Context: an optimization exercise on an open-source flow, tuned for small area and a short achievable clock period. The choices shown serve that exercise and are no tape-out recipe.
In this exercise RTL edits were held to simulation tests only and were not proved equivalent to the original.
Power and IR drop assume default switching activity.

===== flow/run.sh =====
#!/bin/bash
# synth_recipe.tcl (not shown) runs the flow's synth.tcl, then flattens the netlist and writes it again
# the make line also repeats each setting of config.mk as NAME=value (left out here)
make -C /OpenROAD-flow-scripts/flow DESIGN_CONFIG=/design/flow/config.mk WORK_HOME=/design/flow/orfs CLKGATE_MAP_FILE= SYNTH_SCRIPT=/design/flow/synth_recipe.tcl finish

===== flow/config.mk =====
export PLATFORM = sky130hd
export DESIGN_NAME = ALU_DESIGN
export DESIGN_NICKNAME = ALU_DESIGN
export VERILOG_FILES = /design/flow/design.v
export SDC_FILE = /design/flow/constraint.sdc
export NUM_CORES = 4
export LEC_CHECK = 0
export CAP_MARGIN = 20
export CORE_MARGIN = 2
export CORE_UTILIZATION = 40
export SLEW_MARGIN = 20

===== flow/constraint.sdc =====
create_clock -name core_clock -period 5.0 [get_ports {CLK}]
set_input_delay 1.0000 -clock core_clock [delete_from_list [all_inputs] [get_ports {CLK}]]
set_output_delay 1.0000 -clock core_clock [all_outputs]
set_load 0.01 [all_outputs]

===== flow/design.v =====
module ALU_DESIGN #(parameter DW = 8, CW = 4)(INP_VALID,OPA,OPB,CIN,CLK,RST,CMD,CE,MODE,COUT,OFLOW,RES,G,E,L,ERR);
  input [DW-1:0] OPA,OPB;
  input CLK,RST,CE,MODE,CIN;
  input [CW-1:0] CMD;
  input [1:0] INP_VALID;
  output reg [DW+1:0] RES;
  output reg COUT;
  output reg OFLOW;
  output reg G;
  output reg E;
  output reg L;
  output reg ERR;
  reg [7:0] A, B;
  reg [3:0] C;
  reg [4:0] W;
  reg VA, VB;
  reg [7:0] P, Q;
  always @(posedge CLK) begin
    if (INP_VALID[0]) A <= OPA;
    if (INP_VALID[1]) B <= OPB;
    if (|INP_VALID) C <= CMD;
  end
  always @(posedge CLK) begin
    if (RST) begin
      VA <= 1'b0;
      VB <= 1'b0;
    end else begin
      if (INP_VALID[0]) VA <= 1'b1;
      if (INP_VALID[1]) VB <= 1'b1;
    end
  end
  always @(posedge CLK) begin
    if (|INP_VALID)
      W[3:0] <= 4'd0;
    else if ((VA ^ VB) && !W[4])
      W[3:0] <= W[3:0] + 4'd1;
  end
  always @(posedge CLK) begin
    if (RST || (|INP_VALID))
      W[4] <= 1'b0;
    else if ((VA ^ VB) && (&W[3:0]))
      W[4] <= 1'b1;
  end
  wire timeout_err = !RST && W[4] && (INP_VALID == 2'b10 || (INP_VALID == 2'b01 && VB));
  wire c0  = (C == 4'd0);
  wire c1  = (C == 4'd1);
  wire c2  = (C == 4'd2);
  wire c3  = (C == 4'd3);
  wire c4  = (C == 4'd4);
  wire c5  = (C == 4'd5);
  wire c6  = (C == 4'd6);
  wire c7  = (C == 4'd7);
  wire c8  = (C == 4'd8);
  wire c9  = (C == 4'd9);
  wire c10 = (C == 4'd10);
  wire c11 = (C == 4'd11);
  wire c12 = (C == 4'd12);
  wire c13 = (C == 4'd13);
  wire xa   = c0 | c1 | c2 | c3 | c4 | c5 | c8 | c9;
  wire xp   = c10;
  wire x1   = c6;
  wire yb   = c0 | c2 | c6 | c7;
  wire ybn  = c1 | c3 | c8;
  wire y1   = c5;
  wire yqn  = c10;
  wire ci   = c1 | c7 | c9 | c10 | (c2 & CIN) | (c3 & ~CIN);
  wire [7:0] xl = ({8{xa}} & A) | ({8{xp}} & P) | {8{x1}};
  wire [7:0] yl = ({8{yb}} & B) | ({8{ybn}} & ~B) | {8{y1}} | ({8{yqn}} & ~Q);
  wire xh = x1;
  wire yh = ybn | y1 | yqn;
  wire [10:0] sum_c = {xh, xh, xl, 1'b1} + {yh, yh, yl, ci};
  wire [9:0] sum = sum_c[10:1];
  wire allones = &sum[7:0];
  wire lt = sum[9] & ~(~ci & allones);
  wire [63:0] pp;
  genvar gi, gj;
  generate for (gi = 0; gi < 8; gi = gi + 1) begin : g_pp
    for (gj = 0; gj < 8; gj = gj + 1) begin : g_ppj
      assign pp[gi*8+gj] = P[gi] & Q[gj];
    end
  end endgenerate
  wire t1 = pp[6] ^ pp[13];
  wire t2 = pp[6] & pp[13];
  wire t3 = pp[7] ^ pp[14] ^ pp[21];
  wire t4 = (pp[7] & pp[14]) | (pp[7] & pp[21]) | (pp[14] & pp[21]);
  wire t5 = pp[28] ^ pp[35];
  wire t6 = pp[28] & pp[35];
  wire t7 = pp[15] ^ pp[22] ^ pp[29];
  wire t8 = (pp[15] & pp[22]) | (pp[15] & pp[29]) | (pp[22] & pp[29]);
  wire t9 = pp[36] ^ pp[43];
  wire t10 = pp[36] & pp[43];
  wire t11 = pp[23] ^ pp[30] ^ pp[37];
  wire t13 = pp[4] ^ pp[11];
  wire t14 = pp[4] & pp[11];
  wire t15 = pp[5] ^ pp[12] ^ pp[19];
  wire t16 = (pp[5] & pp[12]) | (pp[5] & pp[19]) | (pp[12] & pp[19]);
  wire t17 = pp[26] ^ pp[33];
  wire t18 = pp[26] & pp[33];
  wire t19 = pp[20] ^ pp[27] ^ pp[34];
  wire t20 = (pp[20] & pp[27]) | (pp[20] & pp[34]) | (pp[27] & pp[34]);
  wire t21 = pp[41] ^ pp[48] ^ t1;
  wire t22 = (pp[41] & pp[48]) | (pp[41] & t1) | (pp[48] & t1);
  wire t23 = pp[42] ^ pp[49] ^ pp[56];
  wire t24 = (pp[42] & pp[49]) | (pp[42] & pp[56]) | (pp[49] & pp[56]);
  wire t25 = t3 ^ t5 ^ t2;
  wire t26 = (t3 & t5) | (t3 & t2) | (t5 & t2);
  wire t27 = pp[50] ^ pp[57] ^ t7;
  wire t28 = (pp[50] & pp[57]) | (pp[50] & t7) | (pp[57] & t7);
  wire t29 = t9 ^ t4 ^ t6;
  wire t30 = (t9 & t4) | (t9 & t6) | (t4 & t6);
  wire t31 = pp[44] ^ pp[51] ^ pp[58];
  wire t33 = t11 ^ t8 ^ t10;
  wire t35 = pp[3] ^ pp[10];
  wire t36 = pp[3] & pp[10];
  wire t37 = pp[18] ^ pp[25] ^ pp[32];
  wire t38 = (pp[18] & pp[25]) | (pp[18] & pp[32]) | (pp[25] & pp[32]);
  wire t39 = pp[40] ^ t15 ^ t17;
  wire t40 = (pp[40] & t15) | (pp[40] & t17) | (t15 & t17);
  wire t41 = t19 ^ t21 ^ t16;
  wire t42 = (t19 & t21) | (t19 & t16) | (t21 & t16);
  wire t43 = t23 ^ t25 ^ t20;
  wire t44 = (t23 & t25) | (t23 & t20) | (t25 & t20);
  wire t45 = t27 ^ t29 ^ t24;
  wire t46 = (t27 & t29) | (t27 & t24) | (t29 & t24);
  wire t47 = t31 ^ t33 ^ t28;
  wire t49 = pp[2] ^ pp[9];
  wire t50 = pp[2] & pp[9];
  wire t51 = pp[17] ^ pp[24] ^ t35;
  wire t52 = (pp[17] & pp[24]) | (pp[17] & t35) | (pp[24] & t35);
  wire t53 = t13 ^ t37 ^ t36;
  wire t54 = (t13 & t37) | (t13 & t36) | (t37 & t36);
  wire t55 = t14 ^ t39 ^ t38;
  wire t56 = (t14 & t39) | (t14 & t38) | (t39 & t38);
  wire t57 = t18 ^ t41 ^ t40;
  wire t58 = (t18 & t41) | (t18 & t40) | (t41 & t40);
  wire t59 = t22 ^ t43 ^ t42;
  wire t60 = (t22 & t43) | (t22 & t42) | (t43 & t42);
  wire t61 = t26 ^ t45 ^ t44;
  wire t62 = (t26 & t45) | (t26 & t44) | (t45 & t44);
  wire t63 = t30 ^ t47 ^ t46;
  wire [9:0] mr1 = {t63, t61, t59, t57, t55, t53, t51, pp[16], pp[1], pp[0]};
  wire [9:0] mr2 = {t62, t60, t58, t56, t54, t52, t50, t49, pp[8], 1'b0};
  wire [9:0] prod = mr1 + mr2;
  wire [7:0] qinc = B + 8'd1;
  wire [7:0] lres =
      ({8{c0}}  & (A & B)) |
      ({8{c1}}  & ~(A & B)) |
      ({8{c3}}  & ~(A | B)) |
      ({8{c4}}  & (A ^ B)) |
      ({8{c5}}  & ~(A ^ B)) |
      ({8{c6}}  & ~A) |
      ({8{c7}}  & ~B) |
      ({8{c8}}  & A) |
      ({8{c9}}  & {A[6:0], 1'b0}) |
      ({8{c10 | c11}} & {B[6:0], 1'b0}) |
      {7'd0, c2 & (|A) & (|B)};
  wire s0 = B[0];
  wire s1 = B[1] ^ (C[0] & B[0]);
  wire s2 = B[2] ^ (C[0] & (B[1] | B[0]));
  wire [7:0] r1 = s0 ? {A[6:0], A[7]} : A;
  wire [7:0] r2 = s1 ? {r1[5:0], r1[7:6]} : r1;
  wire [7:0] r3 = s2 ? {r2[3:0], r2[7:4]} : r2;
  wire [7:0] lrot = (c12 | c13) ? r3 : 8'd0;
  wire [9:0] ares =
      ({10{c0 | c1 | c2 | c3 | c4 | c5 | c6 | c7 | c10}} & sum) |
      ({10{c9}} & prod);
  wire [9:0] res_n = MODE ? ares : {2'b00, lres | lrot};
  wire cout_n  = MODE & (c0 | c2) & sum[8];
  wire oflow_n = MODE & (c1 | c3) & lt;
  wire e_n     = MODE & c8 & allones;
  wire g_n     = MODE & c8 & ~sum[9];
  wire l_n     = MODE & c8 & sum[9] & ~allones;
  wire err_n   = ~MODE & c12 & (|B[7:4]);
  wire upd = CE & (RST | (VA & VB));
  always @(posedge CLK) begin
    if (upd) begin
      RES   <= RST ? 10'd0 : res_n;
      COUT  <= !RST & cout_n;
      OFLOW <= !RST & oflow_n;
      G     <= !RST & g_n;
      E     <= !RST & e_n;
      L     <= !RST & l_n;
    end
  end
  always @(posedge CLK) begin
    if (timeout_err)
      ERR <= 1'b1;
    else if (upd)
      ERR <= !RST & err_n;
  end
  wire pq_upd = CE & (RST | (VA & VB & MODE & (c9 | c10)));
  always @(posedge CLK) begin
    if (pq_upd) begin
      P <= RST ? 8'd0 : (c9 ? sum[7:0] : {A[6:0], 1'b0});
      Q <= RST ? 8'd0 : (c9 ? qinc : B);
    end
  end
endmodule

==> results of run 1 <==
==> placed cells by master, fill, tap and decap left out, types with 8 or more instances in the layout <==
| master | count |
|---|---|
| a21oi_1 | 58 |
| nand2_1 | 57 |
| edfxtp_1 | 51 |
| inv_1 | 49 |
| ha_1 | 44 |
| nor2_1 | 43 |
| clkdlybuf4s50_1 | 42 |
| and2_1 | 38 |
| o21ai_0 | 24 |
| xnor2_1 | 22 |
| o22ai_1 | 22 |
| fa_1 | 22 |
| buf_4 | 19 |
| nand3_1 | 17 |
| nor3_1 | 15 |
| mux2i_1 | 15 |
| nor2b_1 | 14 |
| xor2_1 | 10 |
| nand2b_1 | 9 |
| mux4_2 | 9 |
| clkbuf_16 | 9 |
| dfxtp_1 | 8 |
| a211oi_1 | 8 |
==> logic make-up after synthesis <==
group,after synthesis
and+or+nand+nor,231
DFF,59
buffers and inverters,101
xor gates and xnor gates,34
muxes,31
AOI/OAI and AO/OA,184
adders and majority gates,66
==> critical path: cells and delay by family (launching register included) <==
family,cells,cell delay [ns]
buffers and inverters,2,0.12
AND/OR/NAND/NOR,3,0.75
AO/OA/AOI/OAI,4,0.60
flip-flops,1,0.50
adder cells (fa/ha/maj),5,2.02
==> per-layer routing <==
| metal | vias to the layer above | GRT usage |
|---|---|---|
| met5 | - | 0 |
| met2 | 276 | 0.399 |
| met4 | 0 | 0.109 |
| li1 | 2603 | - |
| met1 | 2756 | 0.323 |
| met3 | 54 | 0.0413 |
==> stage by stage <==
| step | cells | setup WS, ns |
|---|---|---|
| 6_report | 943 | 0.733 |
| 5_1_grt | 943 | 0.589 |
| 4_1_cts | 943 | 0.746 |
| 3_5_place_dp | 927 | 0.712 |
| 2_1_floorplan | 706 | 1.11 |
| 3_3_place_gp | 927 | 0.753 |
==> registers in the layout (all words and copies together) (netlist names), 4 cells and up <==
signal and flops:
W 5, P 8, B 8, Q 8
C 4, A 8, RES 10
==> power by group through the flow <==
stage	clock (mW)	combinational [mW]	sequential, mW
after floorplan	0	0.667	0.606
after global placement	0	0.878	0.645
after detailed placement	0	0.887	0.645
after CTS	0.597	0.893	0.635
after global routing	0.616	0.986	0.641
final	0.586	0.904	0.637
==> cell type report <==
| class | count | area (µm²) |
|---|---|---|
| multi-input cells | 546 | 4150 |
| flip-flops and latches | 59 | 1690 |
| repair buffers | 61 | 563 |
| clock buffers | 9 | 225 |
| clock inverters | 7 | 53.8 |
| fillers | 1477 | 8120 |
| inverters | 50 | 188 |
| well taps | 211 | 264 |
==> worst paths after layout <==
kind                                to  slack [ns]  cells past startpoint
worst min-delay path                VA        0.48                      2
worst min register to register      VA        0.48                      2
worst max-delay path            RES[7]        0.73                     14
worst max register to register  RES[7]        0.73                     14
==> flow_metrics.env, run 1 <==
export IMPL_netlist_area_leader_share=0.244
export IMPL_final_util=0.468
export IMPL_dr_pass1_iters=5
export IMPL_cts_made_buffers=9
export IMPL_synth_xor_area_frac=0.0527
export IMPL_slew_headroom=0.250
export IMPL_top_layer_used="met4"
export IMPL_synth_nets=799
export IMPL_critPathMaxStageDelay_ns=0.51
export IMPL_diodes=0
export IMPL_layout_worst_path_cycle_share=0.853
export IMPL_yosysUniqueCellTypes=71
export IMPL_grt_max_degree=31
export IMPL_place_gp_congestion=0.972
export IMPL_rr_startpoint="P[0]"
export IMPL_p_seq_frac=0.299
export IMPL_nNetsFinal=820
export IMPL_syn_inst=706
export IMPL_timing_fmax_mhz=234
export IMPL_status="no timing/DRC/antenna violations"
export IMPL_syn_cell_area_mm2=0.00627
export IMPL_synthTopCellsByArea="edfxtp_1 (24%), ha_1 (8.8%), fa_1 (7.0%)"
export IMPL_cts_tree="yes"
export IMPL_worstPathCellList="and2_1 -> ha_1 -> inv_1 -> fa_1 -> fa_1 -> inv_1 -> fa_1 -> ha_1 -> and3_1 -> a21oi_1 -> o21ai_0 -> or3_1 -> a32oi_1 -> a211oi_1"
export IMPL_synth_edf_count=51
export IMPL_clockRootBuffer="clkbuf_16"
export IMPL_power_total_mw=2.13
export IMPL_intPower_mw=1.30
export IMPL_cpMaxStageDelayCell="fa_1"
export IMPL_synth_compound_gate_area_share=0.194
export IMPL_fin_skew_ns=0.00629
export IMPL_crit_start="P[0]"
export IMPL_grt_usage=0.246
export IMPL_setup_violations=0
export IMPL_dp_hpwl_um=15000
export IMPL_tightest_slew_ns=1.12
export IMPL_critical_path_most_common_cell="fa_1"
export IMPL_ys_seq_area_frac=0.270
export IMPL_synth_largest_area_cell="edfxtp_1"
export IMPL_core_area_mm2=0.0153
export IMPL_power_switching_mw=0.829
export IMPL_ant_nets=0
export IMPL_synthTopCellsByCount="a21oi_1 (58), nand2_1 (57), edfxtp_1 (51)"
export IMPL_slew_viol_final=0
export IMPL_cts_resized=0
export IMPL_hold_path_class="reg2reg"
export IMPL_rsz0062_at_grt="no"
export IMPL_rows=45
export IMPL_start_util=0.411
export IMPL_p_sw_frac=0.390
export IMPL_pwr_density_cell_mw_per_mm2=298
export IMPL_ys_warn_count=1
export IMPL_tns_ns=0
export IMPL_crit_path_start_kind="flip-flop"
export IMPL_synth_simple_area_share=0.189
export IMPL_hold_viol_final=0
export IMPL_grt_pass1_wl_um=31100
export IMPL_antenna_found_initial=0
export IMPL_dr_wl_met2_um=9150
export IMPL_synthFlopType="edfxtp_1"
export IMPL_clk_latency_ns=0.34
export IMPL_power_frac_comb=0.425
export IMPL_crit_arrival_ns=4.34
export IMPL_dieWidth_um=129
export IMPL_crit_fanout=9
export IMPL_cap_violations=0
export IMPL_routed_wl_um=19900
export IMPL_synth_most_common_cell="a21oi_1"
export IMPL_ir_worst_vdd_mv=0.217
export IMPL_wl_met3_um=1310
export IMPL_hold_start="VA"
export IMPL_wire_per_inst_um=21.0
export IMPL_drtIter0Drc=639
export IMPL_clkTransAtPathRegs_ns=0.06
export IMPL_drc=0
export IMPL_dpl_instance_area_mm2=0.00686
export IMPL_synth_seq_cells=59
export IMPL_htreeDepth=3
export IMPL_wl_met1_um=8540
export IMPL_die_area_mm2=0.0167
export IMPL_synth_top_family_by_area="compound AO/OA/AOI/OAI gates"
export IMPL_finalInstanceArea_mm2=0.00714
export IMPL_cts_sinks=59
export IMPL_areaGrowthSynthToFinish_pct=13.9
export IMPL_whs_ns=0.483
export IMPL_drive_gt1_frac=0.0861
export IMPL_synth_area_mux_share=0.0689
export IMPL_via_per_inst=6.03
export IMPL_cts_setup_buffers=0
export IMPL_vias=5689
export IMPL_die_h_um=129
export IMPL_min_period_ns=4.27
export IMPL_endpoint_kind="flip-flop"
export IMPL_grt_pass1_vias=5616
export IMPL_power_frac_clock=0.276
export IMPL_holdBufCountCts=0
export IMPL_clock_path_buffers=2
export IMPL_grt_ovfl_total=0
export IMPL_critPathRequiredTime_ns=5.07
export IMPL_crit_type="reg2reg"
export IMPL_avgSynthCellArea_um2=8.88
export IMPL_pin_count=43
export IMPL_port_buffers=42
export IMPL_p_leak_nw=2.79
export IMPL_synth_fa_ha_area_frac=0.158
export IMPL_async_flop_share=0
==> run 2, diff against run 1 <==
==> flow/flow/run.sh (new file) <==
#!/bin/bash
# Layout flow: the standard ORFS flow (standard.sh), with two changes:
#  - synthesis is the standard script (synth_recipe.tcl, ORFS synth.tcl) except
#    that full/half-adder extraction is off (ADDER_MAP_FILE empty) and the
#    final ABC mapping runs flow/syn.abc instead of ORFS's speed script;
#    the registers are unchanged (same passes up to dfflibmap);
#  - the port buffers are sky130_fd_sc_hd__buf_2 cells instead of the
#    default delay cells.
set -uo pipefail
W=$(pwd)
{
  head -n 1 synth_recipe.tcl
  cat <<EOT
proc abc {args} {
  set i [lsearch \$args -script]
  lset args [expr {\$i + 1}] $W/flow/syn.abc
  puts "flow/run.sh: abc \$args"
  yosys abc {*}\$args
}
EOT
  tail -n +2 synth_recipe.tcl
} > my_synth.tcl
bash standard.sh SYNTH_SCRIPT=$W/my_synth.tcl ADDER_MAP_FILE= \
  "BUFFER_PORTS_ARGS=-buffer_cell sky130_fd_sc_hd__buf_2" finish > flow_standard.log 2>&1
rc=$?
cp -r orfs/logs flow_orfs_logs 2>/dev/null
exit $rc
==> flow/flow/syn.abc (new file) <==
strash
dch
map
topo
buffer -c
upsize -c
dnsize -c
stime -c
==> flow/standard.sh (new file) <==
#!/bin/bash
# synth_recipe.tcl (not shown) runs the flow's synth.tcl, then flattens the netlist and writes it again
# the make line also repeats each setting of config.mk as NAME=value (left out here)
make -C /OpenROAD-flow-scripts/flow DESIGN_CONFIG=/design/flow/config.mk WORK_HOME=/design/flow/orfs CLKGATE_MAP_FILE= SYNTH_SCRIPT=/design/flow/synth_recipe.tcl "${@:-finish}"
removed: flow/run.sh
==> run 2 against run 1 <==
Wire length down 0.70%. Clock power up 11%. Fmax up 30%. Critical path depth down 1. Global-route usage down 0.17 points. Design area down 4.2%. Combinational power down 17%. Die area down 0.79%. First-iteration DRC count down 14%. Via count up 20%. Hold slack better by 0.0014 ns. Count of clock-buffer cells in the layout unchanged. Critical path type unchanged. Highest routed layer unchanged.
==> flow_metrics.env, run 2 <==
export IMPL_status="no timing/DRC/antenna violations"
export IMPL_wire_per_inst_um=16.6
export IMPL_met3_usage=0.0603
export IMPL_syn_cell_area_mm2=0.00622
export IMPL_die_h_um=129
export IMPL_power_total_mw=2.03
export IMPL_layout_setup_ws_ns=1.73
export IMPL_via_per_inst=5.74
export IMPL_p_leak_nw=3.13
export IMPL_grt_pass1_wl_um=31700
export IMPL_synth_seq_cells=59
export IMPL_top_register="RES"
export IMPL_synth_largest_area_cell="edfxtp_1"
export IMPL_drive_gt1_frac=0.101
export IMPL_fin_skew_ns=0.00715
export IMPL_avgSynthCellArea_um2=6.42
export IMPL_tightest_slew_ns=0.900
export IMPL_hold_start="VA"
export IMPL_critPathMaxStageDelay_ns=0.54
export IMPL_slew_viol_final=0
export IMPL_crit_arrival_ns=3.37
export IMPL_ant_nets=0
export IMPL_tns_ns=0
export IMPL_setup_violations=0
export IMPL_endpoint_kind="flip-flop"
export IMPL_die_area_mm2=0.0166
export IMPL_diodes=0
export IMPL_routed_wl_um=19700
export IMPL_syn_inst=968
export IMPL_htreeDepth=3
export IMPL_synthTopCellsByCount="nand2_1 (249), inv_1 (111), nand3_1 (108)"
export IMPL_dpl_instance_area_mm2=0.00653
export IMPL_clkTransAtPathRegs_ns=0.06
export IMPL_min_period_ns=3.27
export IMPL_core_area_mm2=0.0152
export IMPL_cts_sinks=59
export IMPL_timing_fmax_mhz=305
export IMPL_cap_violations=0
export IMPL_synth_nets=995
export IMPL_synthFlopType="edfxtp_1"
export IMPL_grtUsageMet2=0.385
export IMPL_cts_setup_buffers=0
export IMPL_top_usage_layer="met2"
export IMPL_dp_hpwl_um=15300
export IMPL_clk_latency_ns=0.35
export IMPL_whs_ns=0.485
export IMPL_min_to="VA"
export IMPL_reg2reg_depth=13
export IMPL_clock_path_buffers=2
export IMPL_ys_seq_area_frac=0.272
export IMPL_drc=0
export IMPL_netlist_area_leader_share=0.246
export IMPL_rows=45
export IMPL_largest_reg_flops=10
export IMPL_synthTopCellsByArea="edfxtp_1 (25%), nand2_1 (15%), nand3_1 (8.7%)"
export IMPL_crit_type="reg2reg"
export IMPL_fin_cells=1187
export IMPL_final_util=0.450
export IMPL_hold_viol_final=0
export IMPL_critPathRequiredTime_ns=5.10
export IMPL_clockRootBuffer="clkbuf_16"
export IMPL_ys_warn_count=1
export IMPL_antenna_found_initial=0
export IMPL_cts_made_buffers=9
export IMPL_place_gp_congestion=0.973
export IMPL_ir_worst_vdd_mv=0.219
export IMPL_rrSetupSlack_ns=1.73
export IMPL_rsz0062_at_grt="no"
export IMPL_layout_commonest_cell="nand2_1"
export IMPL_cts_tree="yes"
export IMPL_slew_headroom=0.400
export IMPL_pre_cts_ws_ns=1.81
export IMPL_drtIter0Drc=549
export IMPL_cts_resized=0
export IMPL_dieWidth_um=129
export IMPL_grt_usage=0.244
export IMPL_grt_ovfl_total=0
export IMPL_port_buffers=42
export IMPL_grt_pass1_vias=6302
export IMPL_nNetsFinal=1021
export IMPL_async_flop_share=0
export IMPL_crit_path_start_kind="flip-flop"
export IMPL_rr_startpoint="C[1]"
export IMPL_layout_worst_path_cycle_share=0.655
export IMPL_vias=6816
export IMPL_pin_count=43
export IMPL_yosysUniqueCellTypes=64
export IMPL_areaGrowthSynthToFinish_pct=10.0
export IMPL_dr_pass1_iters=5
export IMPL_worstPathCellList="inv_6 -> nand2_1 -> nor2_1 -> buf_4 -> clkinv_1 -> nor3_1 -> nand2_1 -> nor2_1 -> nand2_1 -> nor2_1 -> nand2_1 -> o21ai_0 -> a21oi_1"
export IMPL_cpMaxStageDelayCell="edfxtp_1"
export IMPL_final_cell_mix="nand2_1 (249), inv_1 (111), nand3_1 (108)"
export IMPL_synth_edf_count=51
export IMPL_placed_cells=1171
export IMPL_grt_max_degree=24
export IMPL_start_util=0.409
export IMPL_hold_path_class="reg2reg"
export IMPL_finalInstanceArea_mm2=0.00684
export IMPL_crit_fanout=20
export IMPL_holdBufCountCts=0
export IMPL_grt_use_met1=0.316
export IMPL_synth_most_common_cell="nand2_1"
export IMPL_critical_path_most_common_cell="nand2_1"
export IMPL_hold_depth=2
export IMPL_reg2reg_to="Q[7]"
export IMPL_pwr_density_cell_mw_per_mm2=297
## run 2: changes by cell type after synthesis, moves of 20 or more
cell,delta
nand2_1,+192
nor2_1,+55
o21ai_0,+28
xnor2_1,-20
and2_1,-33
ha_1,-44
fa_1,-22
inv_1,+62
nand3_1,+91
a21oi_1,-20
nand4_1,+28
## run 2: logic make-up after synthesis
group | Yosys count | synth area share
compound gates | 196 | 0.207
xor+xnor | 8 | 0.0149
buf+inv | 151 | 0.0994
flops | 59 | 0.272
mux | 4 | 0.00644
simple gates | 550 | 0.401
## run 2: cell type report
class / instances / area, µm²
flip-flops and latches: 59 / 1690
clock buffers: 9 / 225
fillers: 1632 / 8360
inverters: 120 / 455
well taps: 188 / 235
multi-input cells: 758 / 3910
repair buffers: 46 / 240
clock inverters: 7 / 83.8
## run 2: how the worst max path moves through the flow
stage | from | endpoint | depth (start not counted)
2_1_floorplan | MODE | P[0] | 3
3_3_place_gp | C[1] | Q[7] | 13
3_5_place_dp | C[1] | Q[7] | 13
4_1_cts | C[1] | Q[7] | 13
5_1_grt | C[1] | Q[7] | 13
6_report | C[1] | Q[7] | 13
## run 2: worst max-delay path, delay by kind of cell (launching register included)
family          cells  cell delay, ns
simple gates        8            1.38
buf+inv             3            0.90
flops               1            0.54
compound gates      2            0.22
## run 2: layer usage
metal / part of all wire / wire (µm)
met5: 0 / 0
met4: 0.035 / 681
met2: 0.44 / 8760
met1: 0.44 / 8630
met3: 0.084 / 1650
## run 2: report_power, final
part / internal, mW / leakage, nW / total, mW / switching (mW)
logic: 0.237 / 2.42 / 0.751 / 0.514
registers: 0.573 / 0.562 / 0.628 / 0.0548
clock network: 0.395 / 0.149 / 0.651 / 0.256
==> run 3, diff against run 2 <==
--- a/flow/config.mk
+++ b/flow/config.mk
@@ -9,3 +9,4 @@
 export CORE_MARGIN = 2
 export CORE_UTILIZATION = 40
+export SETUP_SLACK_MARGIN = 2.4
 export SLEW_MARGIN = 20
==> run 3 against run 2 <==
Die area stayed put. Largest power group unchanged. Worst setup slack better by 0.43 ns. Clock power is 0.8% higher. Count of clock-buffer cells in the layout stayed put. Design area is 30% higher. Clock skew is 0.0011 ns lower. Core utilization is 13 points higher. Global-route usage is 1.9 points higher. Final cell count is 9.9% higher. Sequential power is 2% lower. Register-to-register slack better by 0.43 ns. Sequential cell count stayed put.
==> flow_metrics.env, run 3 <==
export IMPL_cts_made_buffers=9
export IMPL_pin_count=43
export IMPL_cts_sinks=59
export IMPL_crit_family="buffers and inverters"
export IMPL_clockRootBuffer="clkbuf_16"
export IMPL_dieWidth_um=129
export IMPL_grt_usage=0.263
export IMPL_worstPathCellList="buf_6 -> inv_8 -> nand4_1 -> buf_6 -> buf_6 -> buf_4 -> o211ai_1 -> buf_4 -> nand4_1 -> buf_6 -> nor3_4 -> nor2_1 -> nand2_1 -> nand2_2 -> nor3_2 -> a41oi_2"
export IMPL_via_per_inst=5.87
export IMPL_grt_ovfl_total=0
export IMPL_core_area_mm2=0.0152
export IMPL_diodes=0
export IMPL_rrSetupSlack_ns=2.16
export IMPL_vias=7656
export IMPL_routed_wl_um=23300
export IMPL_tightest_slew_ns=0.727
export IMPL_fin_skew_ns=0.00607
export IMPL_rr_startpoint="C[2]"
export IMPL_final_cell_mix="nand2_1 (203), inv_1 (102), buf_4 (99)"
export IMPL_grt_pass1_wl_um=34200
export IMPL_htreeDepth=3
export IMPL_avgSynthCellArea_um2=6.42
export IMPL_critPathMaxStageDelay_ns=0.41
export IMPL_fin_cells=1304
export IMPL_synth_largest_area_cell="edfxtp_1"
export IMPL_tns_ns=0
export IMPL_netlist_area_leader_share=0.246
export IMPL_cts_tree="yes"
export IMPL_path_depth=16
export IMPL_slew_viol_final=0
export IMPL_crit_path_start_kind="flip-flop"
export IMPL_die_area_mm2=0.0166
export IMPL_synth_most_common_cell="nand2_1"
export IMPL_slew_headroom=0.514
export IMPL_top_register="RES"
export IMPL_layout_commonest_cell="nand2_1"
export IMPL_cpMaxStageDelayCell="edfxtp_1"
export IMPL_placed_cells=1171
export IMPL_ir_worst_vdd_mv=0.233
export IMPL_synth_nets=995
export IMPL_clkTransAtPathRegs_ns=0.06
export IMPL_hold_depth=2
export IMPL_layout_worst_path_cycle_share=0.569
export IMPL_syn_inst=968
export IMPL_clk_latency_ns=0.35
export IMPL_whs_ns=0.485
export IMPL_p_leak_nw=3.98
export IMPL_wire_per_inst_um=17.9
export IMPL_setup_violations=0
export IMPL_timing_fmax_mhz=352
export IMPL_start_util=0.409
export IMPL_min_to="VA"
export IMPL_hold_start="VA"
export IMPL_rsz0062_at_grt="yes"
export IMPL_crit_fanout=7
export IMPL_critPathRequiredTime_ns=5.08
export IMPL_hold_path_class="reg2reg"
export IMPL_reg2reg_depth=16
export IMPL_ys_seq_area_frac=0.272
export IMPL_dr_pass1_iters=8
export IMPL_ant_nets=0
export IMPL_die_h_um=129
export IMPL_pwr_density_cell_mw_per_mm2=279
export IMPL_synthTopCellsByCount="nand2_1 (249), inv_1 (111), nand3_1 (108)"
export IMPL_status="no timing/DRC/antenna violations"
export IMPL_drc=0
export IMPL_synth_edf_count=51
export IMPL_yosysUniqueCellTypes=64
export IMPL_synth_seq_cells=59
export IMPL_cap_violations=0
export IMPL_grt_max_degree=24
export IMPL_drive_gt1_frac=0.358
export IMPL_crit_arrival_ns=2.93
export IMPL_crit_start="C[2]"
export IMPL_antenna_found_initial=0
export IMPL_clock_path_buffers=2
export IMPL_synthFlopType="edfxtp_1"
export IMPL_crit_type="reg2reg"
export IMPL_critical_path_most_common_cell="buf_6"
export IMPL_grt_pass1_vias=6911
export IMPL_hold_viol_final=0
export IMPL_path_buf_inv=7
export IMPL_async_flop_share=0
export IMPL_dp_hpwl_um=15300
export IMPL_port_buffers=42
export IMPL_synthTopCellsByArea="edfxtp_1 (25%), nand2_1 (15%), nand3_1 (8.7%)"
export IMPL_place_gp_congestion=0.973
export IMPL_rows=45
export IMPL_min_period_ns=2.84
export IMPL_largest_reg_flops=10
export IMPL_endpoint_kind="flip-flop"
export IMPL_nNetsFinal=1138
export IMPL_drtIter0Drc=743
export IMPL_power_total_mw=2.48
export IMPL_reg2reg_to="OFLOW"
export IMPL_syn_cell_area_mm2=0.00622
export IMPL_areaGrowthSynthToFinish_pct=42.9
export IMPL_ys_warn_count=1
## run 3: cell counts after synthesis
No cell type changed its count.
## run 3: final cells by class
type                    instances  area, µm²
fillers                      1402       6320
well taps                     188        235
repair buffers                163       1210
multi-input cells             758       4940
inverters                     120        493
flip-flops and latches         59       1690
clock inverters                 7       83.8
clock buffers                   9        225
## run 3: worst max path at each step
stage,slack [ns],to
floorplan,2.44,P[0]
global placement,1.87,Q[7]
detailed placement,1.81,Q[7]
CTS,2.32,OFLOW
global route,2.02,RES[8]
finish,2.16,OFLOW
## run 3: kinds of logic (layout without fill, tap and decap cells)
logic type | after synthesis | after routing | share of synthesized area
AND/OR/NAND/NOR | 550 | 550 | 0.401
AO/OA/AOI/OAI | 196 | 196 | 0.207
multiplexers | 4 | 4 | 0.00644
flip-flops | 59 | 59 | 0.272
XOR/XNOR | 8 | 8 | 0.0149
buffers and inverters | 151 | 299 | 0.0994
## run 3: per-stage QoR
step                       util  setup WS (ns)  instance area [µm²]
after CTS                 0.515           2.32                 7830
after global placement    0.429           1.87                 6530
after global routing      0.584           2.02                 8880
after detailed placement  0.429           1.81                 6530
final                     0.584           2.16                 8880
after floorplan               -           2.44                 6220
## run 3: metal layers
| layer | share of wire | track usage |
|---|---|---|
| met5 | 0 | 0 |
| met1 | 0.40 | 0.328 |
| met4 | 0.054 | 0.129 |
| met2 | 0.46 | 0.433 |
| met3 | 0.081 | 0.0565 |
## run 3: what timing repair did
item / in CTS / in global routing
hold buffers: 0 / 0
setup endpoints to repair: 27 / 25
buffers inserted: 69 / 47
cloned: 0 / 1
resized for setup: 110 / 177
pin swaps: 32 / 68
## run 3: power breakdown
| group | internal, mW | switching, mW |
|---|---|---|
| Sequential | 0.573 | 0.0417 |
| Combinational | 0.462 | 0.746 |
| Clock | 0.395 | 0.261 |
## run 3: worst register-to-register path, delay by kind of cell, from the launching register on
| kind | cells | cell delay, ns |
|---|---|---|
| AOI/OAI and AO/OA | 2 | 0.32 |
| buffers and inverters | 7 | 0.98 |
| DFF | 1 | 0.41 |
| and+or+nand+nor | 7 | 0.85 |
==> run 4, diff against run 3 <==
==> flow/flow/syn.abc (replaced) <==
strash
&get -n
&st
&dch
&nf -a
&put
topo
stime -c
--- a/flow/config.mk
+++ b/flow/config.mk
@@ -9,4 +9,4 @@
 export CORE_MARGIN = 2
 export CORE_UTILIZATION = 40
-export SETUP_SLACK_MARGIN = 2.4
+export SETUP_SLACK_MARGIN = 0
 export SLEW_MARGIN = 20
==> run 4 against run 3 <==
Critical path type unchanged. Synthesized cell count shrank 40%. Register-to-register slack lost 1.2 ns. Count of clock-buffer cells in the layout is the same. Critical endpoint is now L. Still clean on timing, DRC and antenna.
==> flow_metrics.env, run 4 <==
export IMPL_grt_pass1_wl_um=24100
export IMPL_reg2reg_depth=11
export IMPL_status="no timing/DRC/antenna violations"
export IMPL_clk_latency_ns=0.34
export IMPL_dp_hpwl_um=11000
export IMPL_crit_arrival_ns=4.16
export IMPL_grt_usage=0.235
export IMPL_synthTopCellsByCount="nand2_1 (89), nor2_1 (69), edfxtp_1 (51)"
export IMPL_crit_start="C[2]"
export IMPL_final_util=0.473
export IMPL_synth_largest_area_cell="edfxtp_1"
export IMPL_multi_input_area_mm2=0.00327
export IMPL_clkTransAtPathRegs_ns=0.06
export IMPL_syn_cell_area_mm2=0.00498
export IMPL_yosysUniqueCellTypes=54
export IMPL_setup_violations=0
export IMPL_clockRootBuffer="clkbuf_16"
export IMPL_place_gp_congestion=0.980
export IMPL_rr_startpoint="C[2]"
export IMPL_pwr_density_cell_mw_per_mm2=335
export IMPL_die_h_um=116
export IMPL_ys_warn_count=1
export IMPL_cts_setup_buffers=0
export IMPL_fin_skew_ns=0.00701
export IMPL_min_to="ERR"
export IMPL_rsz0062_at_grt="no"
export IMPL_worstPathCellList="or4b_1 -> a21oi_1 -> a2111oi_0 -> xor2_1 -> nor4_1 -> a221oi_1 -> nor3_1 -> nor2_1 -> xor2_1 -> nand4_1 -> and3_1"
export IMPL_synth_nets=606
export IMPL_vias=4824
export IMPL_port_buffers=42
export IMPL_clock_path_buffers=2
export IMPL_min_period_ns=4.07
export IMPL_netlist_area_leader_share=0.307
export IMPL_layout_worst_path_cycle_share=0.815
export IMPL_fillers=1198
export IMPL_core_area_mm2=0.0121
export IMPL_dieWidth_um=116
export IMPL_die_area_mm2=0.0134
export IMPL_p_leak_nw=2.02
export IMPL_synth_seq_cells=59
export IMPL_slew_viol_final=0
export IMPL_dpl_instance_area_mm2=0.00543
export IMPL_seq_area_mm2=0.00169
export IMPL_cts_made_buffers=9
export IMPL_top_register="RES"
export IMPL_syn_inst=579
export IMPL_crit_fanout=18
export IMPL_htreeDepth=3
export IMPL_wire_per_inst_um=18.7
export IMPL_drtIter0Drc=513
export IMPL_antenna_found_initial=0
export IMPL_via_per_inst=5.97
export IMPL_diodes=0
export IMPL_rrSetupSlack_ns=0.93
export IMPL_timing_fmax_mhz=246
export IMPL_synth_most_common_cell="nand2_1"
export IMPL_slew_headroom=0.345
export IMPL_crit_type="reg2reg"
export IMPL_hold_depth=2
export IMPL_dr_pass1_iters=6
export IMPL_reg2reg_to="L"
export IMPL_final_cell_mix="nand2_1 (89), nor2_1 (69), edfxtp_1 (51)"
export IMPL_synthFlopType="edfxtp_1"
export IMPL_synthTopCellsByArea="edfxtp_1 (31%), xnor2_1 (8.8%), nand2_1 (6.7%)"
export IMPL_tns_ns=0
export IMPL_cts_sinks=59
export IMPL_async_flop_share=0
export IMPL_synth_edf_count=51
export IMPL_drive_gt1_frac=0.0969
export IMPL_hold_path_class="reg2reg"
export IMPL_pin_count=43
export IMPL_critPathRequiredTime_ns=5.08
export IMPL_holdBufCountCts=0
export IMPL_cts_tree="yes"
export IMPL_endpoint_kind="flip-flop"
export IMPL_ir_worst_vdd_mv=0.211
export IMPL_avgSynthCellArea_um2=8.61
export IMPL_drc=0
export IMPL_hold_start="ERR"
export IMPL_cpMaxStageDelayCell="edfxtp_1"
export IMPL_critical_path_most_common_cell="xor2_1"
export IMPL_ys_seq_area_frac=0.339
export IMPL_ant_nets=0
export IMPL_areaGrowthSynthToFinish_pct=15.0
export IMPL_critPathMaxStageDelay_ns=0.67
export IMPL_grt_pass1_vias=4539
export IMPL_grt_max_degree=33
export IMPL_crit_path_start_kind="flip-flop"
export IMPL_cap_violations=0
export IMPL_layout_commonest_cell="nand2_1"
export IMPL_start_util=0.412
export IMPL_rows=40
export IMPL_tightest_slew_ns=0.979
export IMPL_grt_ovfl_total=0
export IMPL_largest_reg_flops=10
export IMPL_finalInstanceArea_mm2=0.00573
export IMPL_routed_wl_um=15100
export IMPL_hold_viol_final=0
export IMPL_nNetsFinal=662
export IMPL_cts_resized=0
-- run 4: cell count changes after synthesis, sizes merged, moves of 13 or more --
| cell | before | now |
|---|---|---|
| nand2 | 252 | 89 |
| buf | 19 | 0 |
| inv | 117 | 0 |
| maj3 | 0 | 13 |
| o21ai | 69 | 31 |
| xor2 | 5 | 22 |
| xnor2 | 2 | 50 |
| nor2 | 101 | 69 |
| nand3 | 113 | 13 |
| nand4 | 38 | 6 |
-- run 4: cell type report --
cell class                      instances  area share
Sequential cell                        59       0.295
Inverter                                8     0.00524
Clock buffer                            9      0.0393
Clock inverter                          7      0.0133
Tap cell                              168      0.0367
Timing Repair Buffer                   45      0.0406
Multi-Input combinational cell        512       0.570
-- run 4: worst max path at each step --
stage               to  slack, ns  depth (start not counted)
floorplan            L       0.71                         12
global placement     L       1.18                         11
detailed placement   L       0.98                         11
CTS                  L       0.95                         11
global route         L       0.54                         10
finish               L       0.93                         11
-- run 4: worst max-delay path, delay by kind of cell (launching register included) --
| family | cells | cell delay (ns) |
|---|---|---|
| xor gates and xnor gates | 2 | 0.59 |
| and+or+nand+nor | 6 | 1.33 |
| DFF | 1 | 0.67 |
| AOI/OAI and AO/OA | 3 | 1.23 |
-- run 4: power by group --
| group | total [mW] | leakage, nW | internal (mW) | switching [mW] |
|---|---|---|---|---|
| logic | 0.654 | 1.31 | 0.273 | 0.381 |
| registers | 0.647 | 0.565 | 0.574 | 0.0733 |
| clock network | 0.620 | 0.142 | 0.388 | 0.232 |
-- run 4: routing by layer --
metal	routed length (µm)	global-route usage
met1	6650	0.317
met2	7090	0.381
met3	1130	0.0455
met4	269	0.0738
met5	0	0
-- run 4: kinds of logic (layout without fill, tap and decap cells) --
family          Yosys count  in the layout  synth area share
xor+xnor                 79             79             0.159
mux                       7              7            0.0148
buf+inv                   8             69           0.00602
flops                    59             59             0.339
simple gates            259            259             0.242
fa+ha+maj                13             13            0.0261
compound gates          154            154             0.213
-- run 4: metrics by stage --
step | power [mW] | hold slack, ns | instances | setup WS (ns)
after floorplan | 1.12 | 0.453 | 579 | 0.710
after CTS | 1.92 | 0.478 | 808 | 0.954
after detailed placement | 1.30 | 0.469 | 792 | 0.981
final | 1.92 | 0.475 | 808 | 0.927
after global placement | 1.29 | 0.460 | 792 | 1.18
after global routing | 2.02 | 0.503 | 808 | 0.542
==> run 5, diff against run 4 <==
--- a/flow/config.mk
+++ b/flow/config.mk
@@ -9,4 +9,4 @@
 export CORE_MARGIN = 2
 export CORE_UTILIZATION = 40
-export SETUP_SLACK_MARGIN = 0
+export SETUP_SLACK_MARGIN = 1.8
 export SLEW_MARGIN = 20
==> run 5 against run 4 <==
Register-to-register slack gained 0.67 ns. Largest power group unchanged. Critical endpoint is now OFLOW. Critical path depth grew 2. Highest routed layer unchanged. Still clean. Hold slack lost 0.00081 ns.
==> flow_metrics.env, run 5 <==
export IMPL_die_h_um=116
export IMPL_crit_fanout=8
export IMPL_slew_viol_final=0
export IMPL_critPathRequiredTime_ns=5.08
export IMPL_dpl_instance_area_mm2=0.00546
export IMPL_final_cell_mix="buf_4 (96), nand2_1 (85), nor2_1 (66)"
export IMPL_start_util=0.412
export IMPL_top_register="RES"
export IMPL_min_period_ns=3.41
export IMPL_layout_worst_path_cycle_share=0.681
export IMPL_power_total_mw=2.17
export IMPL_cts_tree="yes"
export IMPL_areaGrowthSynthToFinish_pct=38.6
export IMPL_fin_cells=908
export IMPL_netlist_area_leader_share=0.307
export IMPL_syn_cell_area_mm2=0.00498
export IMPL_syn_inst=579
export IMPL_dieWidth_um=116
export IMPL_cpMaxStageDelayCell="edfxtp_1"
export IMPL_wire_per_inst_um=19.0
export IMPL_dr_pass1_iters=5
export IMPL_synth_seq_cells=59
export IMPL_drtIter0Drc=421
export IMPL_clock_path_buffers=2
export IMPL_clockRootBuffer="clkbuf_16"
export IMPL_rows=40
export IMPL_grt_ovfl_total=0
export IMPL_htreeDepth=3
export IMPL_critPathMaxStageDelay_ns=0.52
export IMPL_pwr_density_cell_mw_per_mm2=315
export IMPL_routed_wl_um=17300
export IMPL_place_gp_congestion=0.981
export IMPL_layout_setup_ws_ns=1.59
export IMPL_crit_start="C[2]"
export IMPL_crit_path_start_kind="flip-flop"
export IMPL_synth_edf_count=51
export IMPL_rsz0062_at_grt="yes"
export IMPL_synthFlopType="edfxtp_1"
export IMPL_clkTransAtPathRegs_ns=0.06
export IMPL_synth_largest_area_cell="edfxtp_1"
export IMPL_drive_gt1_frac=0.305
export IMPL_rrSetupSlack_ns=1.59
export IMPL_synthTopCellsByArea="edfxtp_1 (31%), xnor2_1 (8.8%), nand2_1 (6.7%)"
export IMPL_avgSynthCellArea_um2=8.61
export IMPL_slew_headroom=0.382
export IMPL_port_buffers=42
export IMPL_status="no timing/DRC/antenna violations"
export IMPL_rr_startpoint="C[2]"
export IMPL_cts_made_buffers=9
export IMPL_clk_latency_ns=0.33
export IMPL_reg2reg_depth=13
export IMPL_ys_seq_area_frac=0.339
export IMPL_endpoint_kind="flip-flop"
export IMPL_path_buf_inv=3
export IMPL_largest_reg_flops=10
export IMPL_grt_pass1_wl_um=26500
export IMPL_reg2reg_to="OFLOW"
export IMPL_synth_most_common_cell="nand2_1"
export IMPL_fin_skew_ns=0.00968
export IMPL_yosysUniqueCellTypes=54
export IMPL_grt_usage=0.261
export IMPL_diodes=0
export IMPL_crit_type="reg2reg"
export IMPL_fillers=1095
export IMPL_crit_family="simple AND/OR/NAND/NOR gates"
export IMPL_synthTopCellsByCount="nand2_1 (89), nor2_1 (69), edfxtp_1 (51)"
export IMPL_pin_count=43
export IMPL_hold_path_class="reg2reg"
export IMPL_whs_ns=0.475
export IMPL_drc=0
export IMPL_ys_warn_count=1
export IMPL_die_area_mm2=0.0134
export IMPL_finalInstanceArea_mm2=0.00691
export IMPL_tns_ns=0
export IMPL_vias=5290
export IMPL_dp_hpwl_um=11400
export IMPL_ir_worst_vdd_mv=0.210
export IMPL_path_depth=13
export IMPL_pre_cts_ws_ns=1.19
export IMPL_cap_violations=0
export IMPL_setup_violations=0
export IMPL_antenna_found_initial=0
export IMPL_p_leak_nw=2.64
export IMPL_hold_viol_final=0
export IMPL_grt_pass1_vias=4975
export IMPL_async_flop_share=0
export IMPL_crit_arrival_ns=3.49
export IMPL_final_util=0.570
export IMPL_via_per_inst=5.83
export IMPL_synth_nets=606
export IMPL_core_area_mm2=0.0121
export IMPL_cts_sinks=59
export IMPL_timing_fmax_mhz=294
export IMPL_endpoint="OFLOW"
export IMPL_worstPathCellList="buf_6 -> maj3_2 -> clkinvlp_4 -> a221o_1 -> xor2_2 -> nor4_2 -> a221oi_2 -> buf_4 -> nor3_2 -> nor2_1 -> xor2_1 -> nand4_1 -> o21a_1"
export IMPL_layout_commonest_cell="buf_4"
export IMPL_grt_max_degree=33
export IMPL_tightest_slew_ns=0.925
export IMPL_holdBufCountCts=0
export IMPL_placed_cells=791
export IMPL_nNetsFinal=762
export IMPL_ant_nets=0
[run 5: cell types whose count changed in the layout (fill, tap and decap cells not counted), moves of 5 or more]
| cell | previous run | this run |
|---|---|---|
| a21oi_1 | 33 | 24 |
| xnor2_1 | 50 | 42 |
| xor2_1 | 22 | 16 |
| xor2_2 | 0 | 5 |
| buf_4 | 3 | 96 |
| o21ai_0 | 31 | 26 |
| nor3_2 | 1 | 7 |
| xnor2_2 | 0 | 8 |
| a21oi_2 | 0 | 8 |
| nor3_1 | 25 | 15 |
[run 5: routing by layer]
metal | part of all wire | GRT usage
met1 | 0.41 | 0.341
met2 | 0.48 | 0.429
met3 | 0.078 | 0.0528
met4 | 0.033 | 0.0968
met5 | 0 | 0
[run 5: cell families (layout without fill, tap and decap cells)]
family	Yosys count	count (layout)	share of synthesized area
AND/OR/NAND/NOR	259	259	0.242
AO/OA/AOI/OAI	154	154	0.213
XOR/XNOR	79	79	0.159
flip-flops	59	59	0.339
adder cells (fa/ha/maj)	13	13	0.0261
buffers and inverters	8	169	0.00602
multiplexers	7	7	0.0148
[run 5: area by class of cell]
cell class                 count  area, µm²  area share
clock inverter                 7       76.3      0.0110
tap                          168        210      0.0304
multi-input combinational    512       3670       0.531
sequential                    59       1690       0.245
inverter                       8       35.0     0.00507
timing repair buffer         145       1000       0.145
clock buffer                   9        225      0.0326
[run 5: worst min-delay path by stage]
| stage | to | slack [ns] | cells past startpoint | from |
|---|---|---|---|---|
| after floorplan | VA | 0.45 | 2 | VA |
| after global placement | ERR | 0.45 | 2 | ERR |
| after detailed placement | ERR | 0.47 | 2 | ERR |
| after CTS | ERR | 0.48 | 2 | ERR |
| after global routing | ERR | 0.49 | 2 | ERR |
| final | ERR | 0.47 | 2 | ERR |
[run 5: where the power goes]
group / switching (mW) / internal [mW] / leakage [nW]
sequential: 0.0534 / 0.574 / 0.565
clock: 0.236 / 0.389 / 0.144
combinational: 0.494 / 0.429 / 1.93
[run 5: repair_timing]
item,4_1_cts,5_1_grt
buffers inserted,69,32
endpoints found under the hold margin,0,0
setup endpoints to repair,19,17
pin swaps,25,34
gates resized for setup,54,28
[run 5: tightest hold or removal path, stage by stage, from the launching register on]
cell and delay, ns:
dfxtp_1 0.31, clkinv_1 0.04, o22ai_1 0.07
==> run 6, diff against run 5 <==
==> flow/flow/syn.abc (replaced) <==
strash
dch
map
topo
buffer -c
upsize -c
dnsize -c
stime -c
--- a/flow/config.mk
+++ b/flow/config.mk
@@ -9,4 +9,4 @@
 export CORE_MARGIN = 2
 export CORE_UTILIZATION = 40
-export SETUP_SLACK_MARGIN = 1.8
+export SETUP_SLACK_MARGIN = 1.9
 export SLEW_MARGIN = 20
==> run 6 against run 5 <==
Synthesized area is 25% higher. Hold slack improved by 0.0098 ns. Sequential cell count stayed put. First-iteration DRC count increased by 16%. Register-to-register slack better by 0.45 ns. Worst setup slack improved by 0.45 ns. Fmax up 15%. Global-route usage fell by 1.6 points. Critical path depth increased by 3. Via count up 34%. Clock power increased by 4.5%. Core utilization fell by 8.3 points. Critical path type unchanged. Highest routed layer unchanged.
==> flow_metrics.env, run 6 <==
export IMPL_status="no timing/DRC/antenna violations"
export IMPL_min_period_ns=2.95
export IMPL_synth_nets=995
export IMPL_critPathRequiredTime_ns=5.08
export IMPL_synth_seq_cells=59
export IMPL_clock_path_buffers=2
export IMPL_place_gp_congestion=0.973
export IMPL_synthFlopType="edfxtp_1"
export IMPL_hold_viol_final=0
export IMPL_drtIter0Drc=487
export IMPL_htreeDepth=3
export IMPL_largest_reg_flops=10
export IMPL_final_util=0.487
export IMPL_layout_setup_ws_ns=2.05
export IMPL_nNetsFinal=1074
export IMPL_pwr_density_cell_mw_per_mm2=284
export IMPL_setup_violations=0
export IMPL_timing_fmax_mhz=339
export IMPL_routed_wl_um=20400
export IMPL_dieWidth_um=129
export IMPL_synth_most_common_cell="nand2_1"
export IMPL_tns_ns=0
export IMPL_finalInstanceArea_mm2=0.00741
export IMPL_endpoint_kind="flip-flop"
export IMPL_cts_tree="yes"
export IMPL_hold_path_class="reg2reg"
export IMPL_final_cell_mix="nand2_1 (247), inv_1 (111), nand3_1 (102)"
export IMPL_pre_cts_ws_ns=1.81
export IMPL_vias=7115
export IMPL_grt_usage=0.244
export IMPL_dp_hpwl_um=15300
export IMPL_top_register="RES"
export IMPL_clkTransAtPathRegs_ns=0.06
export IMPL_avgSynthCellArea_um2=6.42
export IMPL_dr_pass1_iters=5
export IMPL_ir_worst_vdd_mv=0.224
export IMPL_grt_pass1_vias=6322
export IMPL_hold_start="VA"
export IMPL_multi_input_area_mm2=0.00406
export IMPL_layout_commonest_cell="nand2_1"
export IMPL_syn_inst=968
export IMPL_fin_skew_ns=0.00700
export IMPL_async_flop_share=0
export IMPL_syn_cell_area_mm2=0.00622
export IMPL_port_buffers=42
export IMPL_hold_depth=2
export IMPL_cap_violations=0
export IMPL_slew_headroom=0.401
export IMPL_slew_viol_final=0
export IMPL_die_h_um=129
export IMPL_reg2reg_depth=16
export IMPL_reg2reg_to="OFLOW"
export IMPL_pin_count=43
export IMPL_holdBufCountCts=0
export IMPL_ys_seq_area_frac=0.272
export IMPL_via_per_inst=5.74
export IMPL_synth_largest_area_cell="edfxtp_1"
export IMPL_crit_type="reg2reg"
export IMPL_tightest_slew_ns=0.890
export IMPL_netlist_area_leader_share=0.246
export IMPL_areaGrowthSynthToFinish_pct=19.1
export IMPL_crit_path_start_kind="flip-flop"
export IMPL_worstPathCellList="inv_2 -> nand4_4 -> nand2_2 -> inv_2 -> o21ai_2 -> nor2_1 -> nand2_1 -> nand2_1 -> o21ai_1 -> nand2_1 -> nand2_1 -> nand4_1 -> nand2_1 -> nand2_1 -> nand2_1 -> a41oi_1"
export IMPL_grt_pass1_wl_um=31700
export IMPL_start_util=0.409
export IMPL_yosysUniqueCellTypes=64
export IMPL_grt_ovfl_total=0
export IMPL_core_area_mm2=0.0152
export IMPL_min_to="VA"
export IMPL_synthTopCellsByArea="edfxtp_1 (25%), nand2_1 (15%), nand3_1 (8.7%)"
export IMPL_ys_warn_count=1
export IMPL_rrSetupSlack_ns=2.05
export IMPL_power_total_mw=2.10
export IMPL_dpl_instance_area_mm2=0.00653
export IMPL_rr_startpoint="C[0]"
export IMPL_wire_per_inst_um=16.5
export IMPL_antenna_found_initial=0
export IMPL_die_area_mm2=0.0166
export IMPL_critPathMaxStageDelay_ns=0.47
export IMPL_cts_sinks=59
export IMPL_crit_fanout=10
export IMPL_rows=45
export IMPL_clk_latency_ns=0.35
export IMPL_drc=0
export IMPL_synthTopCellsByCount="nand2_1 (249), inv_1 (111), nand3_1 (108)"
export IMPL_synth_edf_count=51
export IMPL_ant_nets=0
export IMPL_diodes=0
export IMPL_crit_arrival_ns=3.03
export IMPL_layout_worst_path_cycle_share=0.590
export IMPL_cpMaxStageDelayCell="edfxtp_1"
export IMPL_clockRootBuffer="clkbuf_16"
export IMPL_p_leak_nw=3.41
export IMPL_rsz0062_at_grt="yes"
export IMPL_seq_area_mm2=0.00169
export IMPL_fillers=1600
export IMPL_grt_max_degree=24
export IMPL_drive_gt1_frac=0.166
export IMPL_cts_made_buffers=9
export IMPL_critical_path_most_common_cell="nand2_1"
## run 6: worst max-delay path: cells and delay by family (launching register included)
family / cells / cell delay, ns
flops: 1 / 0.47
compound gates: 3 / 0.52
simple gates: 11 / 1.40
buf+inv: 2 / 0.30
## run 6: cell families after synthesis
family,count (synthesis),synth area share
compound gates,196,0.207
xor+xnor,8,0.0149
buf+inv,151,0.0994
flops,59,0.272
mux,4,0.00644
simple gates,550,0.401
## run 6: power breakdown
| part | internal (mW) | switching (mW) |
|---|---|---|
| logic | 0.279 | 0.554 |
| clock network | 0.395 | 0.258 |
| registers | 0.573 | 0.0417 |
| total | 1.25 | 0.854 |
## run 6: worst max path at each step
| stage | startpoint | end | slack, ns | cells after the start |
|---|---|---|---|---|
| 3_5_place_dp | C[1] | Q[7] | 1.81 | 13 |
| 6_report | C[0] | OFLOW | 2.05 | 16 |
| 2_1_floorplan | MODE | P[0] | 2.44 | 3 |
| 4_1_cts | P[3] | RES[9] | 1.91 | 15 |
| 5_1_grt | C[0] | L | 1.84 | 14 |
| 3_3_place_gp | C[1] | Q[7] | 1.87 | 13 |
## run 6: what timing repair did
action | in CTS | in global routing
pin swaps | 0 | 9
setup buffers | 3 | 50
endpoints found under the setup margin | 4 | 20
resized for setup | 2 | 32
## run 6: through the flow
step,hold WS [ns],std cells
2_1_floorplan,0.451,968
3_3_place_gp,0.468,1171
3_5_place_dp,0.481,1171
4_1_cts,0.489,1190
5_1_grt,0.509,1240
6_report,0.484,1240
## run 6: area by class of cell
class	instances	share of cell area
Multi-Input combinational cell	758	0.549
Tap cell	188	0.0318
Clock buffer	9	0.0304
Clock inverter	7	0.0113
Timing Repair Buffer	99	0.0872
Sequential cell	59	0.228
Inverter	120	0.0622
## run 6: layer usage
metal | routed length (µm) | global-route usage | vias to the layer above
met5 | 0 | 0 | -
met4 | 794 | 0.114 | 0
met3 | 1710 | 0.0586 | 62
met2 | 9200 | 0.387 | 301
met1 | 8710 | 0.315 | 3216
li1 | - | - | 3536
==> run 7, diff against run 6 <==
--- a/flow/config.mk
+++ b/flow/config.mk
@@ -8,5 +8,6 @@
 export CAP_MARGIN = 20
 export CORE_MARGIN = 2
-export CORE_UTILIZATION = 40
+export CORE_UTILIZATION = 60
+export CTS_BUF_LIST = sky130_fd_sc_hd__clkbuf_4
 export SETUP_SLACK_MARGIN = 1.9
 export SLEW_MARGIN = 20
==> run 7 against run 6 <==
Wire length rose by 9.7%. Global-route usage rose by 13 points. Largest cell class unchanged. Largest power group unchanged. Sequential power rose by 1%. Non-clock buffer count rose by 3. Critical path type unchanged. Die area fell by 32%. Synthesized area did not move. Critical path depth rose by 1. Via count rose by 11%. Highest routed layer unchanged. Critical endpoint is now RES[9]. Combinational power rose by 7.6%. Worst setup slack got worse by 0.23 ns.
==> flow_metrics.env, run 7 <==
export IMPL_setup_violations=0
export IMPL_p_seq_frac=0.329
export IMPL_rrSetupSlack_ns=1.82
export IMPL_status="no timing/DRC/antenna violations"
export IMPL_cap_violations=0
export IMPL_synth_seq_cells=59
export IMPL_antenna_found_initial=0
export IMPL_dp_hpwl_um=15900
export IMPL_grtUsageMet2=0.601
export IMPL_rsz0062_at_grt="yes"
export IMPL_clk_latency_ns=0.43
export IMPL_crit_fanout=8
export IMPL_grt_usage=0.375
export IMPL_critPathRequiredTime_ns=5.19
export IMPL_layout_commonest_cell="nand2_1"
export IMPL_fin_skew_ns=0.0165
export IMPL_htreeDepth=3
export IMPL_ys_warn_count=1
export IMPL_cpMaxStageDelayCell="edfxtp_1"
export IMPL_ir_worst_vdd_mv=0.243
export IMPL_top_register="RES"
export IMPL_port_buffers=42
export IMPL_crit_family="simple AND/OR/NAND/NOR gates"
export IMPL_worstPathCellList="buf_4 -> nand2_1 -> o21ai_0 -> nand2_1 -> nand3_2 -> nand2_1 -> nand2_1 -> nand3_2 -> o2bb2ai_1 -> nand3_2 -> nand3_1 -> nand3_1 -> and2_1 -> nand4_1 -> nand4_1 -> nand3_1 -> nand2_1"
export IMPL_nNetsFinal=1077
export IMPL_diodes=0
export IMPL_syn_cell_area_mm2=0.00622
export IMPL_crit_path_start_kind="flip-flop"
export IMPL_via_per_inst=6.63
export IMPL_fin_cells=1191
export IMPL_drc=0
export IMPL_pin_count=43
export IMPL_place_gp_congestion=1.01
export IMPL_intPower_mw=1.02
export IMPL_synth_largest_area_cell="edfxtp_1"
export IMPL_timing_fmax_mhz=314
export IMPL_critPathMaxStageDelay_ns=0.56
export IMPL_layout_worst_path_cycle_share=0.636
export IMPL_cts_made_buffers=9
export IMPL_min_period_ns=3.18
export IMPL_die_area_mm2=0.0112
export IMPL_synth_edf_count=51
export IMPL_async_flop_share=0
export IMPL_crit_arrival_ns=3.37
export IMPL_dieWidth_um=106
export IMPL_areaGrowthSynthToFinish_pct=16.0
export IMPL_p_leak_nw=3.37
export IMPL_ant_nets=0
export IMPL_clockRootBuffer="clkbuf_4"
export IMPL_drive_gt1_frac=0.174
export IMPL_drtIter0Drc=1242
export IMPL_met3_usage=0.0903
export IMPL_hold_path_class="reg2reg"
export IMPL_grt_ovfl_total=0
export IMPL_final_util=0.708
export IMPL_grt_pass1_wl_um=33300
export IMPL_pwr_density_cell_mw_per_mm2=262
export IMPL_power_frac_comb=0.475
export IMPL_top_usage_layer="met2"
export IMPL_path_buf_inv=1
export IMPL_syn_inst=968
export IMPL_synth_most_common_cell="nand2_1"
export IMPL_tightest_slew_ns=1.07
export IMPL_yosysUniqueCellTypes=64
export IMPL_vias=7898
export IMPL_fillers=831
export IMPL_synth_nets=995
export IMPL_ys_seq_area_frac=0.272
export IMPL_clock_path_buffers=2
export IMPL_power_frac_clock=0.196
export IMPL_synthTopCellsByArea="edfxtp_1 (25%), nand2_1 (15%), nand3_1 (8.7%)"
export IMPL_grt_pass1_vias=6836
export IMPL_critical_path_most_common_cell="nand2_1"
export IMPL_dr_pass1_iters=10
export IMPL_synthFlopType="edfxtp_1"
export IMPL_rows=37
export IMPL_endpoint_kind="flip-flop"
export IMPL_clkTransAtPathRegs_ns=0.12
export IMPL_core_area_mm2=0.0102
export IMPL_netlist_area_leader_share=0.246
export IMPL_grt_use_met1=0.466
export IMPL_wire_per_inst_um=18.8
export IMPL_holdBufCountCts=0
export IMPL_power_switching_mw=0.862
export IMPL_cts_sinks=59
export IMPL_routed_wl_um=22400
export IMPL_die_h_um=106
export IMPL_slew_headroom=0.282
export IMPL_final_cell_mix="nand2_1 (245), inv_1 (111), nand3_1 (102)"
export IMPL_slew_viol_final=0
export IMPL_crit_type="reg2reg"
export IMPL_tns_ns=0
export IMPL_cts_tree="yes"
export IMPL_hold_viol_final=0
export IMPL_grt_max_degree=24
export IMPL_synthTopCellsByCount="nand2_1 (249), inv_1 (111), nand3_1 (108)"
export IMPL_avgSynthCellArea_um2=6.42
export IMPL_largest_reg_flops=10
export IMPL_p_sw_frac=0.457
export IMPL_placed_cells=1118
export IMPL_start_util=0.610
[run 7: cell counts after synthesis]
No cell type changed its count.
[run 7: per-stage QoR]
stage | cell area, µm² | power [mW] | hold slack (ns) | setup slack (ns)
finish | 7210 | 1.89 | 0.505 | 1.82
global route | 7210 | 1.99 | 0.538 | 1.69
CTS | 6670 | 1.75 | 0.503 | 1.91
detailed placement | 6460 | 1.38 | 0.485 | 1.78
global placement | 6460 | 1.37 | 0.466 | 1.75
floorplan | 6220 | 1.18 | 0.451 | 2.44
[run 7: timing repair]
item / in CTS / in global routing
endpoints found under the setup margin: 8 / 18
buffers inserted: 7 / 50
pin swaps: 1 / 16
resized for setup: 3 / 36
[run 7: layer usage]
metal,wire [µm],vias to the layer above,share of wire
met1,8250,3540,0.37
met2,10100,657,0.45
met4,1390,0,0.062
li1,-,3540,-
met5,0,-,0
met3,2710,161,0.12
[run 7: worst paths after layout]
check / from / endpoint / depth (start not counted)
worst min-delay path: VA / VA / 2
worst min register to register: VA / VA / 2
worst max register to register: P[3] / RES[9] / 17
worst max-delay path: P[3] / RES[9] / 17
[run 7: area by class of cell]
cell class	instances	area, µm²	area share
timing repair buffer	102	656	0.0910
tap	136	170	0.0236
clock buffer	9	67.6	0.00937
clock inverter	7	82.6	0.0115
inverter	120	465	0.0646
multi-input combinational	758	4080	0.565
sequential	59	1690	0.235
[run 7: power by group through the flow]
stage	sequential, mW	clock [mW]	combinational [mW]
after CTS	0.628	0.371	0.751
final	0.621	0.370	0.896
after detailed placement	0.641	0	0.738
after global placement	0.641	0	0.725
after global routing	0.623	0.393	0.970
after floorplan	0.603	0	0.573
[run 7: kinds of logic after synthesis]
| group | Yosys count | synth area share |
|---|---|---|
| multiplexers | 4 | 0.00644 |
| AND/OR/NAND/NOR | 550 | 0.401 |
| buffers and inverters | 151 | 0.0994 |
| flip-flops | 59 | 0.272 |
| XOR/XNOR | 8 | 0.0149 |
| AO/OA/AOI/OAI | 196 | 0.207 |
[run 7: tightest hold or removal path: stages, from the launching register on]
cell and delay, ns:
dfxtp_1 0.32, inv_1 0.08, a21oi_1 0.07

-- what the ideal ports hide --
No port has a modelled driver above. Below, the same layouts with a new extraction and two added sets of constraints. Step 1 (the two cells are an assumption about what drives the block):
set clk [get_ports {CLK}]
set_driving_cell -lib_cell sky130_fd_sc_hd__clkbuf_16 $clk
set_driving_cell -lib_cell sky130_fd_sc_hd__buf_2 [delete_from_list [all_inputs] $clk]
Step 2 times the ports against the registers' clock, not the clock port: input delays grow and output delays shrink by t, the midpoint of the rising clock arrivals with the driver on. Slacks: ideal / step 1 / step 2; pairs: ideal / step 1.
run	shift t [ns]	setup WS [ns]	slew at the worst register clock pin (ns)	worst data-port slew with drivers (ns)
run 1	0.383	0.733 / 0.733 / 0.641	0.06 / 0.06	0.03
run 2	0.383	1.726 / 1.726 / 1.726	0.06 / 0.06	0.03
run 3	0.386	2.157 / 2.157 / 2.127	0.06 / 0.06	0.03
run 4	0.369	0.927 / 0.927 / 0.927	0.06 / 0.06	0.03
run 5	0.369	1.594 / 1.594 / 1.594	0.06 / 0.06	0.03
run 6	0.383	2.049 / 2.049 / 2.033	0.06 / 0.06	0.03
run 7	0.454	1.820 / 1.820 / 1.820	0.12 / 0.12	0.03
After both steps every run listed still meets setup and hold. For run 1, which loses most, drivers alone change the setup slack by 0.000 ns; drivers and shift together by -0.092 ns.
